Context: an optimization exercise on an open-source flow, tuned for small area. The choices shown serve that exercise and are no tape-out recipe. At most, simulation tests tie the RTL to the original design; equivalence was not proved. Only the layout flow was run in run 2; the RTL was not checked for function there. In every run shown here, the design's own scripts or RTL, not TritonCTS, make the clock network. The clock input has no modelled driver; a real chip could not lean on it and would need a root buffer or a full tree. Power and IR drop assume default switching activity.

==> flow/design.v <==
`timescale 1ns / 1ps
module display(
    input   wire        clk,         
    input   wire        rstn,        
    input   wire[31:0]  vga_pos,     
    output   wire       hsync,       
    output   wire       vsync,       
    output   wire[3:0]  red,         
    output   wire[3:0]  green,       
    output   wire[3:0]  blue         
    );
    function [9:0] inc10(input [9:0] a, input cin);
        integer i;
        reg c;
        begin
            c = cin;
            for (i = 0; i < 10; i = i + 1) begin
                inc10[i] = a[i] ^ c;
                c = a[i] & c;
            end
        end
    endfunction
    reg [9:0] hx_n;
    reg [9:0] vy_n;
    wire [9:0] hx = ~hx_n;
    wire [9:0] vy = ~vy_n;
    wire h_wrap = hx[9] & hx[8] & hx[5] & hx[3] & hx[2] & hx[0];   
    wire v_wrap = vy[9] & vy[4] & vy[3] & vy[2];   
    always @(posedge clk) begin
        if (!rstn) begin
            hx_n <= ~10'd13;
            vy_n <= ~10'd16;
        end
        else begin
            hx_n <= ~(h_wrap ? 10'd14 : inc10(hx, 1'b1));
            vy_n <= ~((h_wrap && v_wrap) ? 10'd16 : inc10(vy, h_wrap));
        end
    end
    assign hsync = hx >= 10'd96 + 10'd14;
    assign vsync = vy >= 10'd2 + 10'd16;
    wire [4:0] s = hx[4:0];
    wire [31:0] pbits = {5'b00000, vga_pos[5], vga_pos[6], vga_pos[7], vga_pos[8],
                         vga_pos[9], vga_pos[10], vga_pos[11], vga_pos[12], vga_pos[13],
                         vga_pos[14], vga_pos[15], vga_pos[16], vga_pos[17], vga_pos[18],
                         vga_pos[19], vga_pos[20], vga_pos[21], vga_pos[22], vga_pos[23],
                         vga_pos[24], vga_pos[25], vga_pos[26], vga_pos[27], vga_pos[28],
                         vga_pos[29], vga_pos[30], vga_pos[31]};
    wire pbit = pbits[s];
    reg [4:0] r_w;       
    reg [4:0] r_q;       
    reg [9:0] y;         
    wire active = (s <= 5'd26);
    wire [5:0] t = {r_w, pbit};
    wire q = active && (t >= 6'd25);
    wire [5:0] t_sub = t - 6'd25;
    integer k;
    always @(posedge clk) begin
        r_w <= q ? t_sub[4:0] : t[4:0];
        if (s == 5'd27)
            r_q <= r_w;
        for (k = 0; k < 10; k = k + 1)
            if (s == 5'd26 - k)
                y[k] <= q;
    end
    wire [9:0] x = {r_q, vga_pos[4:0]};
    wire [9:0] sh, sv;
    wire [10:0] ch, cv;
    assign ch[0] = 1'b0;
    assign cv[0] = 1'b0;
    genvar g;
    generate
        for (g = 0; g < 10; g = g + 1) begin : adders
            display_fa fa_h (.a(hx_n[g]), .b(x[g]), .ci(ch[g]), .s(sh[g]), .co(ch[g + 1]));
            display_fa fa_v (.a(vy_n[g]), .b(y[g]), .ci(cv[g]), .s(sv[g]), .co(cv[g + 1]));
        end
    endgenerate
    wire [9:0] dh = ~sh;
    wire [9:0] dv = ~sv;
    wire [4:0] col = dh[4:0];
    wire [4:0] row = dv[4:0];
    wire in_h = (dh[9:5] == 5'd0) && (col <= 5'd28) && (x >= 10'd15);
    wire in_v = (dv[9:5] == 5'd0) && (row >= 5'd2) && (row <= 5'd30) &&
                (y >= 10'd15) && (y <= 10'd1008);
    wire eye_row = (row >= 5'd8) && (row <= 5'd12);
    wire eye_col = ((col >= 5'd3) && (col <= 5'd10)) || ((col >= 5'd18) && (col <= 5'd25));
    wire mouth_row = (row >= 5'd22) && (row <= 5'd26);
    wire mouth_col = (col >= 5'd10) && (col <= 5'd18);
    wire inbox = in_h && in_v;
    wire mouth = inbox && mouth_row && mouth_col;
    wire face = inbox && !(eye_row && eye_col) && !mouth;
    assign red = {mouth, face, 2'b00};
    assign green = {2'b00, face, mouth};
    assign blue = {3'b000, face | mouth};
endmodule
module display_fa(
    input   wire    a,
    input   wire    b,
    input   wire    ci,
    output  wire    s,
    output  wire    co
    );
    assign s = a ^ b ^ ci;
    assign co = (a & b) | (a & ci) | (b & ci);
endmodule
==> flow/flow/run.sh <==
#!/bin/bash
# The standard ORFS layout with changes that only pick smaller cells:
#  - synthesis: the standard flow's synthesis script (ORFS's synth.tcl, then flatten and
#    rename), with three changes: ABC maps the combinational logic with an
#    area-oriented script (flow/abc.script.in) instead of the speed script;
#    Yosys's separate full-adder extraction is off, so ABC sees all of that
#    logic; and the design's one-bit full-adder module display_fa is kept
#    whole through synthesis and then laid out as the library's fa_1 cell
#    (flow/fa_cell.v) before the design is flattened.  Registers are mapped
#    exactly as in the standard synthesis.  The ABC script's random seed is
#    chosen by synthesizing with seeds 1..16 first and keeping the smallest.
#  - port buffers are buf_1 instead of the resizer's default choice;
#  - one tie cell drives all constant outputs.
# Each tool's output goes to a log file here: trial_<seed>.log, synth.log,
# place.log, clock_trials.log, layout.log (ORFS's own per-step logs are under
# orfs/logs/).
set -euo pipefail
HERE=$(pwd)

# synth_recipe.tcl with the full-adder cell swapped in before flattening
awk -v fa="$HERE/flow/fa_cell.v" '{print} /^source .*synth\.tcl/ {print "read_verilog -overwrite " fa}' \
  "$HERE/synth_recipe.tcl" > "$HERE/synth_fa.tcl"
grep -q "read_verilog -overwrite" "$HERE/synth_fa.tcl"

scripts_for() {  # scripts_for SEED: an ORFS scripts folder whose ABC script uses SEED
  local d="$HERE/scripts_$1"
  rm -rf "$d"
  cp -r "$FLOW_HOME/scripts" "$d"
  sed "s/@SEED@/$1/" "$HERE/flow/abc.script.in" > "$d/abc_speed.script"
}

SYNTH_VARS=("ADDER_MAP_FILE=" "SYNTH_KEEP_MODULES=display_fa" "SYNTH_SCRIPT=$HERE/synth_fa.tcl")

# trial syntheses, four at a time
trial() {
  local seed=$1
  scripts_for "$seed"
  make -C "$FLOW_HOME" DESIGN_CONFIG="$HERE/config.mk" WORK_HOME="$HERE/trial_$seed" \
    CLKGATE_MAP_FILE= "SCRIPTS_DIR=$HERE/scripts_$seed" "${SYNTH_VARS[@]}" synth \
    > "$HERE/trial_$seed.log" 2>&1 || true
}
SEEDS="1 2 3 4 5 6 7 8 9 10 11 12 13 14 15 16"
for round in "1 2 3 4" "5 6 7 8" "9 10 11 12" "13 14 15 16"; do
  for seed in $round; do trial $seed & done; wait
done
best=3
best_area=1e30
for seed in $SEEDS; do
  f=$(ls "$HERE"/trial_$seed/reports/*/*/*/synth_stat.txt 2>/dev/null | head -1 || true)
  [[ -n "$f" ]] || continue
  a=$(sed -n "s/.*Chip area for module '\\\\display': \([0-9.]*\).*/\1/p" "$f" | head -1)
  [[ -n "$a" ]] || continue
  echo "seed $seed area $a" >> "$HERE/trials.txt"
  if awk -v a="$a" -v b="$best_area" 'BEGIN{exit !(a < b)}'; then best=$seed; best_area=$a; fi
done
echo "chosen seed $best" >> "$HERE/trials.txt"
for seed in $SEEDS; do [[ $seed == "$best" ]] || rm -rf "$HERE/trial_$seed" "$HERE/scripts_$seed"; done

bash standard.sh "SCRIPTS_DIR=$HERE/scripts_$best" "${SYNTH_VARS[@]}" synth > synth.log 2>&1
bash standard.sh "SCRIPTS_DIR=$HERE/scripts_$best" \
  "SKIP_REPAIR_TIE_FANOUT=1" "BUFFER_PORTS_ARGS=-buffer_cell sky130_fd_sc_hd__buf_1" \
  place > place.log 2>&1
RES="$HERE/orfs/results/sky130hd/display/base"
choice=""
for cfg in "sky130_fd_sc_hd__clkbuf_8 2 1" "sky130_fd_sc_hd__clkbuf_8 1 2" \
           "sky130_fd_sc_hd__clkbuf_4 2 2" "sky130_fd_sc_hd__clkbuf_8 3 1" \
           "sky130_fd_sc_hd__clkbuf_8 2 2"; do
  set -- $cfg
  slew=$(LIB="$FLOW_HOME/platforms/sky130hd/lib/sky130_fd_sc_hd__tt_025C_1v80.lib" \
    PLATFORM_DIR="$FLOW_HOME/platforms/sky130hd" PLACED_ODB="$RES/3_place.odb" \
    PLACED_SDC="$RES/3_place.sdc" SPLIT_TCL="$HERE/flow/split_clock.tcl" CB=$1 NX=$2 NY=$3 \
    openroad -no_init -exit "$HERE/flow/clock_trial.tcl" 2>&1 | tee -a "$HERE/clock_trials.log" \
    | sed -n 's/^TRIAL_SLEW //p' | tail -1 || true)
  echo "$cfg: $slew" >> "$HERE/clock_trials.txt"
  if [[ -n "$slew" ]] && awk -v s="$slew" 'BEGIN{exit !(s <= 0.115)}'; then choice="$cfg"; break; fi
done
[[ -n "$choice" ]] || choice="sky130_fd_sc_hd__clkbuf_8 2 2"
echo "chosen: $choice" >> "$HERE/clock_trials.txt"
cts="$HERE/scripts_$best/cts.tcl"
python3 - "$cts" "$HERE/flow/split_clock.tcl" "$choice" <<'PY'
import sys
path, split, choice = sys.argv[1], sys.argv[2], sys.argv[3]
s = open(path).read()
old = "log_cmd clock_tree_synthesis {*}$cts_args"
assert s.count(old) == 1
s = s.replace(old, "source %s\nsplit_clock %s\nset_propagated_clock [all_clocks]" % (split, choice))
open(path, "w").write(s)
PY
bash standard.sh "SCRIPTS_DIR=$HERE/scripts_$best" \
  "SKIP_REPAIR_TIE_FANOUT=1" "BUFFER_PORTS_ARGS=-buffer_cell sky130_fd_sc_hd__buf_1" \
  finish > layout.log 2>&1
==> flow/flow/abc.script.in <==
strash
&get -n
&deepsyn -J 100 -T 100 -S @SEED@
&dch -f
&nf -R 1000
&put
==> flow/flow/clock_trial.tcl <==
# Trial of one clock buffering on the placed design: prints the worst
# flip-flop clock-pin slew (ns) with the clock driven as split_clock does.
read_liberty $::env(LIB)
read_db $::env(PLACED_ODB)
read_sdc $::env(PLACED_SDC)
source $::env(PLATFORM_DIR)/setRC.tcl
source $::env(SPLIT_TCL)
split_clock $::env(CB) $::env(NX) $::env(NY)
detailed_placement
set_propagated_clock [all_clocks]
estimate_parasitics -placement
set worst 0
foreach pin [get_pins -hierarchical */CLK] {
  set worst [expr max($worst, [get_property $pin slew_max_rise], [get_property $pin slew_max_fall])]
}
puts "TRIAL_SLEW $worst"
==> flow/flow/fa_cell.v <==
// The full-adder bit of the design, as the library's full-adder cell.
module display_fa(input a, input b, input ci, output s, output co);
    sky130_fd_sc_hd__fa_1 u (.A(a), .B(b), .CIN(ci), .SUM(s), .COUT(co));
endmodule
==> flow/flow/split_clock.tcl <==
# Drive the clock's sinks through buffers of type CELL placed next to them,
# fed straight from the clock port.  The sinks are split into groups of
# about equal size by position: NX columns by x, and each column into NY
# rows by y.  Each group gets one buffer at the centre of its sinks.
proc split_clock { cell nx ny } {
  set block [ord::get_db_block]
  set net [$block findNet clk]
  set sinks {}
  foreach it [$net getITerms] {
    set inst [$it getInst]
    set box [$inst getBBox]
    set x [expr ([$box xMin] + [$box xMax]) / 2]
    set y [expr ([$box yMin] + [$box yMax]) / 2]
    lappend sinks [list $x $y "[$inst getName]/[[$it getMTerm] getName]"]
  }
  set sinks [lsort -integer -index 0 $sinks]
  set n [llength $sinks]
  set dbu [$block getDbUnitsPerMicron]
  set g 0
  for {set i 0} {$i < $nx} {incr i} {
    set col [lrange $sinks [expr $i * $n / $nx] [expr ($i + 1) * $n / $nx - 1]]
    set col [lsort -integer -index 1 $col]
    set m [llength $col]
    for {set j 0} {$j < $ny} {incr j} {
      set grp [lrange $col [expr $j * $m / $ny] [expr ($j + 1) * $m / $ny - 1]]
      set sx 0; set sy 0; set pins {}
      foreach s $grp {
        set sx [expr $sx + [lindex $s 0]]; set sy [expr $sy + [lindex $s 1]]
        lappend pins [get_pins [lindex $s 2]]
      }
      set cx [expr double($sx) / [llength $grp] / $dbu]
      set cy [expr double($sy) / [llength $grp] / $dbu]
      insert_buffer -buffer_cell $cell -net clk -load_pins $pins -location [list $cx $cy] \
        -buffer_name clkbuf_$g -net_name clknet_$g
      incr g
    }
  }
}
==> flow/standard.sh <==
#!/bin/bash
# synth_recipe.tcl (not shown) runs the flow's synth.tcl, then flattens the netlist and writes it again
# the make line also repeats each setting of config.mk as NAME=value (left out here)
make -C /OpenROAD-flow-scripts/flow DESIGN_CONFIG=/design/flow/config.mk WORK_HOME=/design/flow/orfs CLKGATE_MAP_FILE= SYNTH_SCRIPT=/design/flow/synth_recipe.tcl "${@:-finish}"
==> flow/config.mk <==
export PLATFORM = sky130hd
export DESIGN_NAME = display
export DESIGN_NICKNAME = display
export VERILOG_FILES = /design/flow/design.v
export SDC_FILE = /design/flow/constraint.sdc
export NUM_CORES = 4
export LEC_CHECK = 0
export CAP_MARGIN = 0
export CORE_MARGIN = 2
export CORE_UTILIZATION = 70
export SLEW_MARGIN = 0
==> flow/constraint.sdc <==
create_clock -name core_clock -period 40.0 [get_ports {clk}]
set_input_delay 8.0000 -clock core_clock [delete_from_list [all_inputs] [get_ports {clk}]]
set_output_delay 8.0000 -clock core_clock [all_outputs]
set_load 0.01 [all_outputs]
==> results of run 1 <==
area by class of cell, clock buffers not listed:
cell class,instances,area [sq um],area share [%]
Multi-Input combinational cell,186,1280,51.9
Sequential cell,40,951,38.6
Timing Repair Buffer,40,150,6.09
Tap cell,44,55.1,2.23
state kept, by name, summed over array words and instances, names as in the netlist:
register and cells:
y 10, vy_n 10, hx_n 10, r_w 5
r_q 5
power by group through the flow:
stage               logic, mW  registers, mW  clock network, mW
floorplan              0.0162         0.0524                  0
global placement       0.0199         0.0533                  0
detailed placement     0.0203         0.0536                  0
CTS                    0.0205         0.0526             0.0152
global route           0.0232         0.0531             0.0161
finish                 0.0207         0.0526             0.0153
through the flow:
stage               setup WS [ns]  power, mW
finish                      18.91     0.0886
global placement            19.08     0.0732
global route                18.62     0.0925
CTS                         18.93     0.0883
detailed placement          18.93     0.0738
floorplan                   19.15     0.0687
worst paths after layout:
| check | start | to | slack, ns | depth (start not counted) |
|---|---|---|---|---|
| setup reg to reg | hx_n[1]$_SDFF_PN1_ | r_w[2]$_DFF_P_ | 36.70 | 13 |
| hold reg to reg | r_w[4]$_DFF_P_ | r_q[4]$_DFFE_PN_ | 0.47 | 0 |
| setup / recovery | vga_pos[0] | red[2] | 18.91 | 17 |
| hold / removal | r_w[4]$_DFF_P_ | r_q[4]$_DFFE_PN_ | 0.47 | 0 |
cells in the final DEF, fill, tap and decap left out, types with 9 or more instances in the layout:
cell type  instances
buf_1             40
nor2_1            33
nand2_1           26
dfxtp_1           25
o21ai_0           20
fa_1              20
edfxtp_1          15
nand3_1           11
a21oi_1           10
o22ai_1            9
critical path, cell delays in order:
cell,delay (ns)
buf_1,0.10
fa_1,0.41
fa_1,0.39
fa_1,0.39
fa_1,0.40
fa_1,0.39
fa_1,0.39
fa_1,0.39
fa_1,0.40
fa_1,0.40
fa_1,0.49
nand4_1,0.10
nor3_1,0.19
nand4_1,0.13
a31oi_1,0.19
and2_0,0.17
buf_1,0.16
metal layers:
metal | wire, um | vias to the layer above
met3 | 264 | 8
li1 | - | 918
met4 | 82 | 0
met5 | 0 | -
met1 | 2010 | 869
met2 | 2250 | 79
==> metrics.cfg, run 1 <==
[status]
outcome=timing/DRC/antenna clean

[flow_run]
maxCapViolCount=0

[global_route]
grt_pass1_wl_um=7750
grt_usage_pct=26.9
grt_antenna_before_repair=0
met2_usage_pct=48.3
met1_usage_pct=36.9
grt_max_degree=14
grt_pass1_vias=1767
overflow=0
gr-usage-met3_pct=1.47
grt_busiest_layer=met2

[timing]
hold_ws_ns=0.472
setup_viol_count_final=0
slew_headroom_pct=54.2
rsz0062_at_grt=false
worst_clock_skew_ns=0.0256
drv_slew=0
worst_slew_pin_slew_ns=0.687
fin_crit_sh_pct=52.7
finalSetupTns_ns=0
max_freq_ghz=0.0474
final.min_clock_period_ns=21.09
hold_violations=0

[finish]
final_cell_area_sq_um=2460
layout.nets=326
drive_gt1_share_pct=1.48
instances_no_fill=314
antennaDiodeCount=0
fillers=220
area_delta_synth_final_pct=6.60
final_util_pct=79.4

[pwr]
p_sw_uw=26.4
pwr_density_cell_nw_per_um2=35.9
p_leak_nw=0.800
swShare_pct=29.7
combPwrFrac_pct=23.3
clockPowerShare_pct=17.3
ir_worst_vdd_uv=34.6
pwr-share-seq_pct=59.4
p_int_uw=62.3

[synthesis]
postSynthAreaPerCell_sq_um=9.76
synthCells=237
yosysWarnings=1
synth_nets=291
synth_area_sq_um=2310

[routing]
antenna_left=0
viasPerCell=5.97
vias=1874
drcViolationCount=0
drt-initial-drc-count=197
post_drt_wl_per_cell_um=14.7
drt-total-wl_um=4610
dr.pass1.iters=4

[floorplan]
rows=20
die_w_um=61.5
start_util_pct=74.5
fp.coreArea_sq_um=3100
die_y_um=61.5
io_pins=48
dieArea_sq_um=3780

[placement]
placed_cells=310
dp_hpwl_um=3660
placed_area_sq_um=2430
portBuffers=40
gp_routability_congestion=0.878

[clock_network]
post_cts.repair.setup_buffers=0
clk_latency_ns=0.18
holdBufCountCts=0
clk_pin_slew_ns=0.09
cts_resized=0

[setup_path]
crit_arrival_ns=13.09
cp-end-kind=primary output
crit_fanout=2
required_ns=32.00
critPathKind=in -> out
startpoint_type=input port

[worst_hold_path]
hp-class=reg -> reg

==> run 2, diff against run 1 <==
--- a/flow/design.v
+++ b/flow/design.v
@@ -49,3 +49,2 @@
     reg [4:0] r_w;       
-    reg [4:0] r_q;       
     reg [9:0] y;         
@@ -58,4 +57,2 @@
         r_w <= q ? t_sub[4:0] : t[4:0];
-        if (s == 5'd27)
-            r_q <= r_w;
         for (k = 0; k < 10; k = k + 1)
@@ -64,3 +61,13 @@
     end
-    wire [9:0] x = {r_q, vga_pos[4:0]};
+    wire [4:0] m = {y[4] ^ y[1] ^ y[0] ^ (y[3] & y[0]), y[3] ^ y[0], y[2:0]};    
+    wire [4:0] r_x;
+    wire [5:0] cr;
+    assign cr[0] = 1'b1;
+    genvar gr;
+    generate
+        for (gr = 0; gr < 5; gr = gr + 1) begin : rsub
+            display_fa fa_r (.a(vga_pos[5 + gr]), .b(~m[gr]), .ci(cr[gr]), .s(r_x[gr]), .co(cr[gr + 1]));
+        end
+    endgenerate
+    wire [9:0] x = {r_x, vga_pos[4:0]};
     wire [9:0] sh, sv;
==> run 2 against run 1 <==
Compared with the run above:
- routed wire length is 7.3% higher
- still clean
- worst setup slack got worse by 0.31 ns
- largest cell class unchanged
- sequential share of layout area fell by 6.1 points
- synthesized area grew 0.11%
- core utilization is the same
- sequential power is 14% lower
- critical path type unchanged
==> metrics.cfg, run 2 <==
[finish]
final_common_cell=buf_1
antennaDiodeCount=0  ; unchanged
area_delta_synth_final_pct=6.49
top_regs=hx_n: 10 flops, vy_n: 10 flops, y: 10 flops
drive_gt1_share_pct=0.730  ; -0.75 points
final_util_pct=79.4  ; unchanged
mostFrequentLayoutCells=buf_1, nor2_1, fa_1, dfxtp_1, o21ai_0
multiInputGateArea_sq_um=1410  ; +10%
fillers=242  ; +10%
layout.nets=335  ; +2.8%
final-seq-area_sq_um=801  ; -16%

[synthesis]
synthCells=243  ; +2.5%
synth_nets=302  ; +3.8%
yosysWarnings=1  ; unchanged
postSynthAreaPerCell_sq_um=9.53  ; -2.4%
synth_area_sq_um=2310  ; +0.11%

[setup_path]
crit_family=adder cells
worstReg2RegEnd=r_w[2]$_DFF_P_
crit_buf_inv=2  ; unchanged
required_ns=32.00  ; about the same
critPathKind=in -> out
slowest_delay_ns=0.49  ; about the same
crit_arrival_ns=13.40  ; +0.31 ns
reg2reg_setup_slack_ns=36.97  ; +0.27 ns
crit_slowest_cell=fa_1
startpoint_type=input port
r2r_start=hx_n[0]$_SDFF_PN0_
cp_cell_sequence=buf_1 > fa_1 > fa_1 > fa_1 > fa_1 > fa_1 > fa_1 > fa_1 > fa_1 > fa_1 > fa_1 > nand4_1 > or3_1 > nor2_1 > o311ai_0 > a21oi_1 > and2_0 > buf_1
crit_fanout=2  ; unchanged
rr_worst_depth=11  ; -2
cp-end-kind=primary output
path_common_cell=fa_1

[global_route]
overflow=0  ; unchanged
grt_pass1_wl_um=7920  ; +2.2%
grt_antenna_before_repair=0  ; unchanged
grt_usage_pct=28.5  ; +1.6 points
grt_pass1_vias=1719  ; -2.7%
grt_max_degree=19  ; +5

[pwr]
pwr_density_cell_nw_per_um2=33.4  ; -7.2%
combPwrFrac_pct=27.9  ; +4.6 points
p_leak_nw=0.807  ; +0.93%
swShare_pct=31.6  ; +1.8 points
clockPowerShare_pct=17.2  ; about the same
p_sw_uw=26.0  ; -1.5%
pwr-share-seq_pct=55.0  ; -4.4 points
ir_worst_vdd_uv=33.6  ; -3.1%
p_int_uw=56.3  ; -9.6%

[timing]
rsz0062_at_grt=false
fin_crit_sh_pct=53.5  ; +0.77 points
final.min_clock_period_ns=21.40  ; +0.309 ns
slew_headroom_pct=55.4  ; +1.2 points
worst_slew_pin_slew_ns=0.668  ; -0.0185 ns
setup_viol_count_final=0  ; unchanged
max_freq_ghz=0.0467  ; -1.4%
hold_violations=0  ; unchanged
finalSetupTns_ns=0  ; unchanged
worst_clock_skew_ns=0.0205  ; -0.00507 ns
drv_slew=0  ; unchanged

[flow_run]
maxCapViolCount=0  ; unchanged

[routing]
post_drt_wl_per_cell_um=15.5  ; +6.0%
vias=1926  ; +2.8%
dr.pass1.iters=4  ; unchanged
drcViolationCount=0  ; unchanged
drt-initial-drc-count=109  ; -45%
antenna_left=0  ; unchanged
drt-total-wl_um=4940  ; +7.3%
viasPerCell=6.06  ; +1.5%

[clock_network]
holdBufCountCts=0  ; unchanged
cts_resized=0  ; unchanged
clk_latency_ns=0.17  ; about the same
clk_pin_slew_ns=0.10  ; about the same
post_cts.repair.setup_buffers=0  ; unchanged

[status]
outcome=timing/DRC/antenna clean

[floorplan]
die_w_um=61.5  ; about the same
fp.coreArea_sq_um=3100  ; unchanged
die_y_um=61.5  ; about the same
start_util_pct=74.6  ; +0.081 points
dieArea_sq_um=3780  ; about the same
rows=20  ; unchanged
io_pins=48  ; unchanged

[worst_hold_path]
min-delay-start=r_w[0]$_DFF_P_
min_to=r_w[1]$_DFF_P_
min_path_cells=1  ; +1
hp-class=reg -> reg

[placement]
portBuffers=40  ; unchanged
gp_routability_congestion=0.819  ; -6.7%
dp_hpwl_um=3940  ; +7.8%

run 2: area by class of cell, clock buffers not listed:
cell class	instances	area share, %
inverter	5	0.761
multi-input combinational	192	57.3
sequential	35	32.5
tap	44	2.23
timing repair buffer	40	6.09
run 2: power by group through the flow:
stage | clock [mW] | combinational, mW | sequential, mW
2_1_floorplan | 0 | 0.0175 | 0.0451
3_3_place_gp | 0 | 0.0223 | 0.0458
3_5_place_dp | 0 | 0.0229 | 0.0459
4_1_cts | 0.0135 | 0.0230 | 0.0451
5_1_grt | 0.0147 | 0.0260 | 0.0458
6_report | 0.0141 | 0.0229 | 0.0452
run 2: metrics by stage:
step	cells	total power, mW	area, sq um	setup slack [ns]	hold slack, ns
2_1_floorplan	243	0.0626	2310	18.94	0.437
3_3_place_gp	316	0.0681	2440	18.77	0.458
3_5_place_dp	316	0.0688	2440	18.67	0.465
4_1_cts	318	0.0817	2460	18.67	0.484
5_1_grt	318	0.0864	2460	18.30	0.508
6_report	318	0.0822	2460	18.60	0.481
run 2: worst max path at each step:
stage	start	end	slack (ns)	depth (start not counted)
after global placement	vga_pos[0]	green[1]	18.77	18
after global routing	vga_pos[0]	red[2]	18.30	18
after floorplan	vga_pos[0]	green[1]	18.94	17
after CTS	vga_pos[0]	green[1]	18.67	18
final	vga_pos[0]	green[1]	18.60	18
after detailed placement	vga_pos[0]	green[1]	18.67	18
run 2: routing by layer:
metal  wire (um)  global-route usage (%)  vias to the layer above  part of all wire (%)
li1            -                       -                      926                     -
met1        2020                    36.9                      906                    41
met2        2430                    52.3                       84                    49
met4          88                    4.56                        0                   1.8
met3         405                    3.36                       10                   8.2
met5           0                       0                        -                     0
==> run 3, diff against run 2 <==
--- a/flow/design.v
+++ b/flow/design.v
@@ -26,16 +26,16 @@
     wire [9:0] vy = ~vy_n;
-    wire h_wrap = hx[9] & hx[8] & hx[5] & hx[3] & hx[2] & hx[0];   
-    wire v_wrap = vy[9] & vy[4] & vy[3] & vy[2];   
+    wire h_wrap = hx[9] & hx[8] & hx[5] & hx[3] & hx[2] & hx[1];   
+    wire v_wrap = vy[9] & vy[4] & vy[3] & vy[1];   
     always @(posedge clk) begin
         if (!rstn) begin
-            hx_n <= ~10'd13;
-            vy_n <= ~10'd16;
+            hx_n <= ~10'd14;
+            vy_n <= ~10'd14;
         end
         else begin
-            hx_n <= ~(h_wrap ? 10'd14 : inc10(hx, 1'b1));
-            vy_n <= ~((h_wrap && v_wrap) ? 10'd16 : inc10(vy, h_wrap));
+            hx_n <= ~(h_wrap ? 10'd15 : inc10(hx, 1'b1));
+            vy_n <= ~((h_wrap && v_wrap) ? 10'd14 : inc10(vy, h_wrap));
         end
     end
-    assign hsync = hx >= 10'd96 + 10'd14;
-    assign vsync = vy >= 10'd2 + 10'd16;
+    assign hsync = hx >= 10'd96 + 10'd15;
+    assign vsync = vy >= 10'd2 + 10'd14;
     wire [4:0] s = hx[4:0];
@@ -49,2 +49,3 @@
     reg [4:0] r_w;       
+    reg [4:0] r_q;       
     reg [9:0] y;         
@@ -57,2 +58,4 @@
         r_w <= q ? t_sub[4:0] : t[4:0];
+        if (s == 5'd27)
+            r_q <= r_w;
         for (k = 0; k < 10; k = k + 1)
@@ -61,13 +64,3 @@
     end
-    wire [4:0] m = {y[4] ^ y[1] ^ y[0] ^ (y[3] & y[0]), y[3] ^ y[0], y[2:0]};    
-    wire [4:0] r_x;
-    wire [5:0] cr;
-    assign cr[0] = 1'b1;
-    genvar gr;
-    generate
-        for (gr = 0; gr < 5; gr = gr + 1) begin : rsub
-            display_fa fa_r (.a(vga_pos[5 + gr]), .b(~m[gr]), .ci(cr[gr]), .s(r_x[gr]), .co(cr[gr + 1]));
-        end
-    endgenerate
-    wire [9:0] x = {r_x, vga_pos[4:0]};
+    wire [9:0] x = {r_q, vga_pos[4:0]};
     wire [9:0] sh, sv;
@@ -87,9 +80,9 @@
     wire [4:0] row = dv[4:0];
-    wire in_h = (dh[9:5] == 5'd0) && (col <= 5'd28) && (x >= 10'd15);
-    wire in_v = (dv[9:5] == 5'd0) && (row >= 5'd2) && (row <= 5'd30) &&
+    wire in_h = (dh[9:5] == 5'd0) && (col >= 5'd1) && (col <= 5'd29) && (x >= 10'd15);
+    wire in_v = (dv[9:5] == 5'd0) && (row <= 5'd28) &&
                 (y >= 10'd15) && (y <= 10'd1008);
-    wire eye_row = (row >= 5'd8) && (row <= 5'd12);
-    wire eye_col = ((col >= 5'd3) && (col <= 5'd10)) || ((col >= 5'd18) && (col <= 5'd25));
-    wire mouth_row = (row >= 5'd22) && (row <= 5'd26);
-    wire mouth_col = (col >= 5'd10) && (col <= 5'd18);
+    wire eye_row = (row >= 5'd6) && (row <= 5'd10);
+    wire eye_col = ((col >= 5'd4) && (col <= 5'd11)) || ((col >= 5'd19) && (col <= 5'd26));
+    wire mouth_row = (row >= 5'd20) && (row <= 5'd24);
+    wire mouth_col = (col >= 5'd11) && (col <= 5'd19);
     wire inbox = in_h && in_v;
--- a/flow/flow/run.sh
+++ b/flow/flow/run.sh
@@ -64,5 +64,6 @@
 choice=""
-for cfg in "sky130_fd_sc_hd__clkbuf_8 2 1" "sky130_fd_sc_hd__clkbuf_8 1 2" \
+for cfg in "sky130_fd_sc_hd__clkbuf_4 3 1" "sky130_fd_sc_hd__clkbuf_4 1 3" \
+           "sky130_fd_sc_hd__clkbuf_8 2 1" "sky130_fd_sc_hd__clkbuf_8 1 2" \
            "sky130_fd_sc_hd__clkbuf_4 2 2" "sky130_fd_sc_hd__clkbuf_8 3 1" \
-           "sky130_fd_sc_hd__clkbuf_8 2 2"; do
+           "sky130_fd_sc_hd__clkbuf_8 1 3" "sky130_fd_sc_hd__clkbuf_8 2 2"; do
   set -- $cfg
@@ -74,3 +75,3 @@
   echo "$cfg: $slew" >> "$HERE/clock_trials.txt"
-  if [[ -n "$slew" ]] && awk -v s="$slew" 'BEGIN{exit !(s <= 0.115)}'; then choice="$cfg"; break; fi
+  if [[ -n "$slew" ]] && awk -v s="$slew" 'BEGIN{exit !(s <= 0.108)}'; then choice="$cfg"; break; fi
 done
==> run 3 against run 2 <==
Compared with the run above:
- global-route usage decreased by 0.76 points
- die area down 0.41%
- combinational power is 11% lower
- core utilization up 0.12 points
- clock skew decreased by 0.0076 ns
- cell count down 2.5%
- routed wire length is 5.5% lower
==> metrics.cfg, run 3 <==
[routing]
vias=1868  ; -3.0%
post_drt_wl_per_cell_um=15.1  ; -3.0%
dr.pass1.iters=4  ; unchanged
antenna_left=0  ; unchanged
drt-total-wl_um=4670  ; -5.5%
drt-initial-drc-count=123  ; +13%
viasPerCell=6.03  ; -0.51%
drcViolationCount=0  ; unchanged

[clock_network]
clk_latency_ns=0.15  ; -0.02 ns
clk_pin_slew_ns=0.09  ; about the same
post_cts.repair.setup_buffers=0  ; unchanged
cts_resized=0  ; unchanged
holdBufCountCts=0  ; unchanged

[pwr]
pwr_density_cell_nw_per_um2=36.6  ; +9.6%
p_leak_nw=0.806  ; -0.13%
ir_worst_vdd_uv=37.9  ; +13%
power.total_uw=90.3  ; +9.8%

[worst_hold_path]
hp-class=reg -> reg

[setup_path]
startpoint_type=input port
crit_arrival_ns=13.18  ; -0.22 ns
critPathKind=in -> out
crit_family=adder cells
crit_buf_inv=2  ; unchanged
crit_slowest_cell=fa_1
cp-end-kind=primary output
crit_fanout=2  ; unchanged
reg2reg_setup_slack_ns=36.53  ; -0.44 ns
slowest_delay_ns=0.49  ; about the same
path_common_cell=fa_1
required_ns=32.00  ; about the same
cp_cell_sequence=buf_1 > fa_1 > fa_1 > fa_1 > fa_1 > fa_1 > fa_1 > fa_1 > fa_1 > fa_1 > fa_1 > nand4_1 > nor4_1 > nand4_1 > a41oi_1 > and2_0 > buf_1

[placement]
placed_cells=307  ; -2.8%
gp_routability_congestion=0.812  ; -0.87%
dp_hpwl_um=3650  ; -7.4%
portBuffers=40  ; unchanged

[synthesis]
synth_area_sq_um=2300  ; -0.43%
synth_nets=288  ; -4.6%
synthCells=234  ; -3.7%
yosysWarnings=1  ; unchanged
postSynthAreaPerCell_sq_um=9.85  ; +3.4%

[timing]
drv_slew=0  ; unchanged
max_freq_ghz=0.0472  ; +1.0%
fin_crit_sh_pct=53.0  ; -0.54 points
finalSetupTns_ns=0  ; unchanged
final.min_clock_period_ns=21.18  ; -0.216 ns
setup_viol_count_final=0  ; unchanged
hold_violations=0  ; unchanged
rsz0062_at_grt=false
slew_headroom_pct=58.9  ; +3.4 points
worst_slew_pin_slew_ns=0.617  ; -0.0514 ns
worst_clock_skew_ns=0.0130  ; -0.00756 ns

[floorplan]
rows=20  ; unchanged
dieArea_sq_um=3770  ; -0.41%
die_y_um=61.4  ; -0.20%
die_w_um=61.4  ; -0.20%
io_pins=48  ; unchanged
start_util_pct=74.3  ; -0.32 points
fp.coreArea_sq_um=3100  ; unchanged

[global_route]
grt_pass1_vias=1811  ; +5.4%
grt_usage_pct=27.8  ; -0.76 points
grt_max_degree=15  ; -4
grt_antenna_before_repair=0  ; unchanged
grt_pass1_wl_um=7980  ; +0.78%
overflow=0  ; unchanged

[finish]
drive_gt1_share_pct=1.13  ; +0.40 points
layout.nets=322  ; -3.9%
mostFrequentLayoutCells=buf_1, nor2_1, dfxtp_1
area_delta_synth_final_pct=7.11
antennaDiodeCount=0  ; unchanged
top_regs=hx_n: 10 flops, vy_n: 10 flops, y: 10 flops
instances_no_fill=310  ; -2.5%
final_util_pct=79.6  ; +0.12 points
final_common_cell=buf_1

[flow_run]
maxCapViolCount=0  ; unchanged

[status]
outcome=timing/DRC/antenna clean

## run 3: layout make-up, clock buffers not listed
class / instances / area, sq um
inverter: 4 / 15.0
multi-input combinational: 179 / 1260
fill: 222 / 634
tap: 44 / 55.1
timing repair buffer: 40 / 150
sequential: 40 / 951
## run 3: worst reg2reg max path, stage by stage (launching register included)
cell	delay, ns
dfxtp_1	0.41
or2_0	0.45
o22ai_1	0.25
nor3_1	0.06
a221oi_1	0.22
o31ai_1	0.11
a21oi_1	0.14
o21ai_0	0.21
nor3_1	0.27
nor2_1	0.10
and2_0	0.18
a21oi_1	0.35
clkinv_1	0.36
## run 3: metal layers
| metal | track usage (%) | share of wire (%) | up-vias |
|---|---|---|---|
| li1 | - | - | 905 |
| met1 | 38.1 | 45 | 881 |
| met2 | 50.9 | 48 | 75 |
| met3 | 1.89 | 5.4 | 7 |
| met4 | 2.43 | 1.3 | 0 |
| met5 | 0 | 0 | - |
## run 3: worst paths after layout
path,depth (start not counted),start,endpoint
worst max-delay path,17,vga_pos[0],green[1]
worst min-delay path,0,r_w[4]$_DFF_P_,r_q[4]$_DFFE_PN_
worst max register to register,12,hx_n[0]$_SDFF_PN1_,y[3]$_DFFE_PN_
worst min register to register,0,r_w[4]$_DFF_P_,r_q[4]$_DFFE_PN_
## run 3: power breakdown
part           total (mW)  leakage [nW]  internal, mW  switching [mW]
logic              0.0203         0.445       0.00801          0.0123
registers          0.0524         0.340        0.0487         0.00372
clock network      0.0176        0.0216       0.00692          0.0107
## run 3: through the flow
| step | hold slack [ns] | instance area (sq um) | worst slack [ns] |
|---|---|---|---|
| after floorplan | 0.424 | 2300 | 19.02 |
| after global placement | 0.438 | 2430 | 18.93 |
| after detailed placement | 0.442 | 2430 | 18.82 |
| after CTS | 0.468 | 2470 | 18.82 |
| after global routing | 0.475 | 2470 | 18.50 |
| final | 0.465 | 2470 | 18.82 |
==> run 4, diff against run 3 <==
--- a/flow/flow/run.sh
+++ b/flow/flow/run.sh
@@ -75,3 +75,3 @@
   echo "$cfg: $slew" >> "$HERE/clock_trials.txt"
-  if [[ -n "$slew" ]] && awk -v s="$slew" 'BEGIN{exit !(s <= 0.108)}'; then choice="$cfg"; break; fi
+  if [[ -n "$slew" ]] && awk -v s="$slew" 'BEGIN{exit !(s <= 0.115)}'; then choice="$cfg"; break; fi
 done
==> run 4 against run 3 <==
Compared with the run above:
- still clean on timing, DRC and antenna
- first-iteration DRC count is 13% lower
- total power decreased by 2.5%
- sequential share of layout area grew 0.18 points
- sequential power about the same
- design area shrank 0.46%
- fmax about the same
- sequential cell count unchanged
- die area stayed put
- clock power shrank 14%
- combinational power hardly changed
- via count grew 0.91%
- worst setup slack better by 0.0022 ns
- critical path type unchanged
- largest power group unchanged
- highest routed layer unchanged
==> metrics.cfg, run 4 <==
[timing]
rsz0062_at_grt=false
hold_violations=0  ; unchanged
drv_slew=0  ; unchanged
worst_clock_skew_ns=0.00950  ; -0.00348 ns
worst_slew_pin_slew_ns=0.599  ; -0.0180 ns
slew_headroom_pct=60.1  ; +1.2 points
max_freq_ghz=0.0472  ; about the same
setup_viol_count_final=0  ; unchanged
finalSetupTns_ns=0  ; unchanged
fin_crit_sh_pct=53.0  ; about the same
final.min_clock_period_ns=21.18  ; -0.00220 ns
hold_ws_ns=0.480  ; +0.0149 ns

[clock_network]
clk_latency_ns=0.17  ; +0.02 ns
post_cts.repair.setup_buffers=0  ; unchanged
clk_pin_slew_ns=0.10  ; about the same
cts_resized=0  ; unchanged
holdBufCountCts=0  ; unchanged

[setup_path]
r2r_start=hx_n[0]$_SDFF_PN1_
crit_arrival_ns=13.18  ; about the same
crit_fanout=2  ; unchanged
startpoint_type=input port
startpoint=vga_pos[0]
reg2reg_setup_slack_ns=36.47  ; -0.06 ns
required_ns=32.00  ; about the same
rr_worst_depth=12  ; unchanged
critPathKind=in -> out
worstReg2RegEnd=y[4]$_DFFE_PN_
cp-end-kind=primary output

[global_route]
grt_pass1_wl_um=8000  ; +0.18%
grt_pass1_vias=1838  ; +1.5%
grt_max_degree=12  ; -3
overflow=0  ; unchanged
grt_usage_pct=28.0  ; +0.22 points
grt_antenna_before_repair=0  ; unchanged

[pwr]
pwr_density_cell_nw_per_um2=35.8  ; -2.0%
p_leak_nw=0.803  ; -0.39%
ir_worst_vdd_uv=44.8  ; +18%

[finish]
area_delta_synth_final_pct=6.62
mostFrequentLayoutCells=buf_1, nor2_1, dfxtp_1
final_util_pct=79.2  ; -0.36 points
layout.nets=323  ; +0.31%
final_common_cell=buf_1
drive_gt1_share_pct=1.50  ; +0.37 points
antennaDiodeCount=0  ; unchanged
top_regs=hx_n: 10 flops, vy_n: 10 flops, y: 10 flops

[synthesis]
synth_nets=288  ; unchanged
synth_area_sq_um=2300  ; unchanged
postSynthAreaPerCell_sq_um=9.85  ; unchanged
synthCells=234  ; unchanged
yosysWarnings=1  ; unchanged

[routing]
drt-initial-drc-count=107  ; -13%
antenna_left=0  ; unchanged
drcViolationCount=0  ; unchanged
post_drt_wl_per_cell_um=15.2  ; +0.55%
viasPerCell=6.06  ; +0.59%
dr.pass1.iters=4  ; unchanged
vias=1885  ; +0.91%
drt-total-wl_um=4710  ; +0.88%

[placement]
portBuffers=40  ; unchanged
dp_hpwl_um=3650  ; unchanged
gp_routability_congestion=0.812  ; unchanged

[floorplan]
die_w_um=61.4  ; unchanged
dieArea_sq_um=3770  ; unchanged
io_pins=48  ; unchanged
die_y_um=61.4  ; unchanged
rows=20  ; unchanged
start_util_pct=74.3  ; unchanged
fp.coreArea_sq_um=3100  ; unchanged

[flow_run]
maxCapViolCount=0  ; unchanged

[worst_hold_path]
hp-class=reg -> reg
min_to=r_w[3]$_DFF_P_
min_path_cells=1  ; +1
min-delay-start=r_w[2]$_DFF_P_

[status]
outcome=timing/DRC/antenna clean

## run 4: layout make-up, clock buffers not listed
class                           instances  area, sq um
Inverter                                4         15.0
Sequential cell                        40          951
Tap cell                               44         55.1
Multi-Input combinational cell        179         1260
Timing Repair Buffer                   40          150
Fill cell                             222          646
## run 4: layer usage
metal	global-route usage, %	vias to the layer above	routed length (um)
li1	-	911	-
met1	38.0	870	2020
met2	49.5	99	2260
met3	3.36	5	371
met4	4.86	0	58
met5	0	-	0
## run 4: where the power goes
group	internal [mW]	switching (mW)
Sequential	0.0487	0.00383
Clock	0.00481	0.0104
Combinational	0.00798	0.0123
## run 4: worst max-delay path, stage by stage
cell and delay [ns]:
buf_1 0.10, fa_1 0.41, fa_1 0.39, fa_1 0.39, fa_1 0.39, fa_1 0.38, fa_1 0.39, fa_1 0.39
fa_1 0.39, fa_1 0.39, fa_1 0.49, nand4_1 0.09, nor4_1 0.26, nand4_1 0.16, a41oi_1 0.22, and2_0 0.17
buf_1 0.15
## run 4: worst max-delay path by stage
stage	to	slack, ns	cells past startpoint
final	green[1]	18.82	17
after global routing	green[1]	18.50	17
after CTS	green[1]	18.82	17
after detailed placement	green[1]	18.82	17
after global placement	green[1]	18.93	17
after floorplan	green[1]	19.02	16
## run 4: metrics by stage
| stage | instances | total power, mW | worst slack (ns) | instance area (sq um) |
|---|---|---|---|---|
| 2_1_floorplan | 234 | 0.0676 | 19.02 | 2300 |
| 6_report | 311 | 0.0881 | 18.82 | 2460 |
| 4_1_cts | 311 | 0.0877 | 18.82 | 2460 |
| 5_1_grt | 311 | 0.0922 | 18.50 | 2460 |
| 3_3_place_gp | 307 | 0.0719 | 18.93 | 2430 |
| 3_5_place_dp | 307 | 0.0731 | 18.82 | 2430 |

==> static timing again, ports no longer ideal <==
No port has a modelled driver above. Below, the same layouts with a new extraction and two added sets of constraints.
Step 1 (the two cells are an assumption about what drives the block):
set clk [get_ports {clk}]
set_driving_cell -lib_cell sky130_fd_sc_hd__clkbuf_16 $clk
set_driving_cell -lib_cell sky130_fd_sc_hd__buf_2 [delete_from_list [all_inputs] $clk]
Step 2 also shifts input and output timing later by t, the mid clock arrival at the registers, as if the neighbouring blocks saw the same clock.
Slacks: no drivers / after step 1 / after step 2; pairs: no drivers / after step 1.
| run | t, ns | slack for setup (ns) | worst setup path after step 2 | latest minus earliest clock arrival (ns) |
|---|---|---|---|---|
| run 1 | 0.203 | 18.910 / 18.891 / 18.891 | input to output | 0.025 / 0.025 |
| run 2 | 0.201 | 18.601 / 18.571 / 18.571 | input to output | 0.021 / 0.021 |
| run 3 | 0.190 | 18.817 / 18.795 / 18.795 | input to output | 0.013 / 0.013 |
| run 4 | 0.209 | 18.820 / 18.798 / 18.798 | input to output | 0.010 / 0.010 |
After both steps setup and hold are still met in every run listed. For run 2, which loses most, drivers alone change the setup slack by -0.030 ns; drivers and shift together by -0.030 ns.
